What follows belongs to an exercise in optimizing a design on an open flow for small area, a short achievable clock period and few clock cycles; a production flow would make more cautious choices. Where RTL was checked, it was by simulation tests only, not by an equivalence proof against the original. The clock input has no modelled driver; a real chip could not lean on it and would need a root buffer or a full tree. Power and IR drop assume default switching activity.

==> flow/design.v <==
module LZ77_Encoder(clk,reset,chardata,valid,encode,finish,offset,match_len,char_nxt);
input 				clk;
input 				reset;
input 		[7:0] 	chardata;
output  			valid;
output  			encode;
output  			finish;
output 		[3:0] 	offset;
output 		[2:0] 	match_len;
output 	 	[7:0] 	char_nxt;
reg					valid;
reg					finish;
reg			[3:0]	offset;
reg			[2:0]	match_len;
reg			[3:0]	ch;			 
reg					ch5;		 
reg			[3:0]	R;			 
reg			[3:0]	H [0:8];	 
reg			[6:0]	E [0:8];	 
reg			[11:0]	lfsr;		 
reg					ended;		 
reg			[3:0]	skip;		 
reg					tok;		 
reg					done;		 
integer 	d, j;
assign encode = valid;
assign char_nxt = {2'b00, ch5, 1'b0, ch};
wire		inrange = ~ended;			 
always @(posedge clk or posedge reset)
begin
	if (reset)
	begin
		lfsr <= 12'he71;
		ended <= 1'b0;
		R <= 4'd0;
		for (d = 0; d < 9; d = d + 1)
			H[d] <= 4'd0;
	end
	else
	begin
		lfsr <= {lfsr[10:0], lfsr[11] ^ lfsr[10]};
		ended <= ended | (lfsr == 12'h800);
		R <= chardata[3:0] ^ 4'd3;
		H[0] <= R;
		for (d = 1; d < 9; d = d + 1)
			H[d] <= H[d-1];
	end
end
always @(posedge clk)
begin
	for (d = 0; d < 9; d = d + 1)
		E[d] <= {E[d][5:0], inrange & (R == H[d])};
end
reg			[7:0]	a [0:8];	 
reg			[7:0]	A;			 
reg			[3:0]	off [1:7];	 
reg			[2:0]	L;
reg			[3:0]	S;
reg			[3:0]	X;			 
wire		[3:0]	C [0:7];	 
reg					last;		 
assign C[7] = R;
assign C[6] = H[0];
assign C[5] = H[1];
assign C[4] = H[2];
assign C[3] = H[3];
assign C[2] = H[4];
assign C[1] = H[5];
assign C[0] = H[6];
always @(*)
begin
	for (d = 0; d < 9; d = d + 1)
	begin
		a[d][0] = 1'b1;
		for (j = 1; j < 8; j = j + 1)
			a[d][j] = a[d][j-1] & E[d][7-j];
	end
	for (j = 0; j < 8; j = j + 1)
	begin
		A[j] = 1'b0;
		for (d = 0; d < 9; d = d + 1)
			A[j] = A[j] | a[d][j];
	end
	for (j = 1; j < 8; j = j + 1)
	begin
		off[j] = 4'd0;
		for (d = 0; d < 9; d = d + 1)
			if (a[d][j]) off[j] = d;
	end
	L = 3'd0;
	S = 4'd0;
	X = C[0];
	for (j = 1; j < 8; j = j + 1)
		if (A[j])
		begin
			L = j;
			S = off[j];
			X = C[j];
		end
	last = 1'b0;
	for (j = 0; j < 8; j = j + 1)
		last = last | (lfsr[j] & A[7-j]);
	last = last & ended;
end
wire		[3:0]	eff = tok ? {1'b0, match_len} : skip;
wire				emit = (eff == 4'd0) & ~done;
always @(posedge clk)
begin
	offset <= S;
	match_len <= L;
	ch <= X ^ 4'd3;
	ch5 <= last;
	valid <= emit;
	finish <= done;
end
always @(posedge clk or posedge reset)
begin
	if (reset)
	begin
		skip <= 4'd8;
		tok <= 1'b0;
		done <= 1'b0;
	end
	else
	begin
		skip <= emit ? 4'd0 : eff - 4'd1;
		tok <= emit & A[1];
		done <= done | (emit & last);
	end
end
endmodule
export LEC_CHECK = 0
export CAP_MARGIN = 20
export CORE_MARGIN = 2
export CORE_UTILIZATION = 50
export PLACE_DENSITY = 0.85
export SLEW_MARGIN = 20
create_clock -name core_clock -period 10.0 [get_ports {clk}]
standard.sh (not shown) runs the stock make flow with config.mk's settings and CLKGATE_MAP_FILE= SYNTH_SCRIPT=/design/flow/synth_recipe.tcl, a recipe that flattens the netlist after the stock synthesis.
==> flow/flow/run.sh <==
#!/bin/bash
# Own layout flow: the standard flow (standard.sh), with
#  - synthesis by flow/synth.tcl: the standard synthesis script, but ABC
#    maps the logic with an area-oriented script (flow/abc_area.script),
#  - port buffers of buf_2 instead of the default clkdlybuf4s50_1,
#  - a larger setup target for ORFS's timing repair,
#  - a one-level clock tree (flow/cts.tcl) in place of TritonCTS.
# Each step's full output goes to a log file of its own in this folder.
set -euo pipefail
export FLOW_DIR_OWN=$PWD/flow
export OWN_ABC_SCRIPT=$PWD/flow/abc_area.script
export MCT_COLS=${MCT_COLS:-2}
export MCT_ROWS=${MCT_ROWS:-2}
VARS=("SYNTH_SCRIPT=$PWD/flow/synth.tcl" "BUFFER_PORTS_ARGS=-buffer_cell sky130_fd_sc_hd__buf_2" "SETUP_SLACK_MARGIN=7.3")
bash standard.sh "${VARS[@]}" place > flow_place.log 2>&1
bash standard.sh "${VARS[@]}" run RUN_SCRIPT=$PWD/flow/cts.tcl RUN_LOG_NAME_STEM=4_1_cts > flow_cts.log 2>&1
bash standard.sh "${VARS[@]}" finish > flow_finish.log 2>&1
Other scripts of this flow, unchanged in this note and not shown: flow/flow/abc_area.script, flow/flow/clkbuf.tcl, flow/flow/cts.tcl, flow/flow/synth.tcl
==> next run, changes <==
--- a/flow/design.v
+++ b/flow/design.v
@@ -14,13 +14,11 @@
 reg			[2:0]	match_len;
 reg			[3:0]	ch;			 
 reg					ch5;		 
-reg			[3:0]	R;			 
 reg			[3:0]	H [0:8];	 
 reg			[6:0]	E [0:8];	 
 reg			[11:0]	lfsr;		 
 reg					ended;		 
-reg			[3:0]	skip;		 
-reg					tok;		 
+reg			[2:0]	skip;		 
 reg					done;		 
 integer 	d, j;
 assign encode = valid;
@@ -30,9 +28,8 @@
 begin
 	if (reset)
 	begin
-		lfsr <= 12'he71;
+		lfsr <= 12'hce2;
 		ended <= 1'b0;
-		R <= 4'd0;
 		for (d = 0; d < 9; d = d + 1)
 			H[d] <= 4'd0;
 	end
@@ -40,8 +37,7 @@
 	begin
 		lfsr <= {lfsr[10:0], lfsr[11] ^ lfsr[10]};
 		ended <= ended | (lfsr == 12'h800);
-		R <= chardata[3:0] ^ 4'd3;
-		H[0] <= R;
+		H[0] <= chardata[3:0] ^ 4'd3;
 		for (d = 1; d < 9; d = d + 1)
 			H[d] <= H[d-1];
 	end
@@ -49,7 +45,7 @@
 always @(posedge clk)
 begin
 	for (d = 0; d < 9; d = d + 1)
-		E[d] <= {E[d][5:0], inrange & (R == H[d])};
+		E[d] <= {E[d][5:0], inrange & ((chardata[3:0] ^ 4'd3) == H[d])};
 end
 reg			[7:0]	a [0:8];	 
 reg			[7:0]	A;			 
@@ -59,7 +55,7 @@
 reg			[3:0]	X;			 
 wire		[3:0]	C [0:7];	 
 reg					last;		 
-assign C[7] = R;
+assign C[7] = chardata[3:0] ^ 4'd3;
 assign C[6] = H[0];
 assign C[5] = H[1];
 assign C[4] = H[2];
@@ -102,8 +98,7 @@
 		last = last | (lfsr[j] & A[7-j]);
 	last = last & ended;
 end
-wire		[3:0]	eff = tok ? {1'b0, match_len} : skip;
-wire				emit = (eff == 4'd0) & ~done;
+wire				emit = (skip == 3'd0) & ~done;
 always @(posedge clk)
 begin
 	offset <= S;
@@ -117,14 +112,12 @@
 begin
 	if (reset)
 	begin
-		skip <= 4'd8;
-		tok <= 1'b0;
+		skip <= 3'd7;
 		done <= 1'b0;
 	end
 	else
 	begin
-		skip <= emit ? 4'd0 : eff - 4'd1;
-		tok <= emit & A[1];
+		skip <= emit ? L : skip - 3'd1;
 		done <= done | (emit & last);
 	end
 end
After rerunning: The new run finished with timing, DRC and antenna clean; power came out lower by about 6%; clock skew stays flat; synthesized area drops by about 4.3%; via count drops by about 3%; maximum frequency went down by 0.61%; design area shrinks by 5.4%; utilization came out lower by 1.8 points; hold slack hardly moves; final cell count shrinks by 6.3%; clock power shrinks by about 4%.
Testbench counts after the change, summed over its fixed seeds: cycles 12,332.
No functional check of the RTL was part of the first run of this note. In every run of this note, the design's own scripts or RTL, not TritonCTS, make the clock network.

-- static timing again, ports no longer ideal --
Ports are ideal in the flow. The routed layouts listed here were re-timed in OpenROAD.
Step 1: set_driving_cell puts a clkbuf_16 on clk and a buf_2 on each other input, an assumption about the parent block.
Step 2 times the ports against the registers' clock, not the clock port: input delays grow and output delays shrink by t, the midpoint of the rising clock arrivals with the driver on.
a / b / c = ideal / step 1 / step 2; a / b = the first two.
| run | t, ns | slack for setup (ns) | latest minus earliest clock arrival (ns) |
|---|---|---|---|
| the first run | 0.251 | 7.343 / 7.264 / 7.399 | 0.010 / 0.011 |
| the second run | 0.251 | 7.327 / 7.281 / 7.129 | 0.008 / 0.009 |
After both steps every run listed still meets setup and hold. For the second run, which loses most, drivers alone change the setup slack by -0.046 ns; drivers and shift together by -0.198 ns.
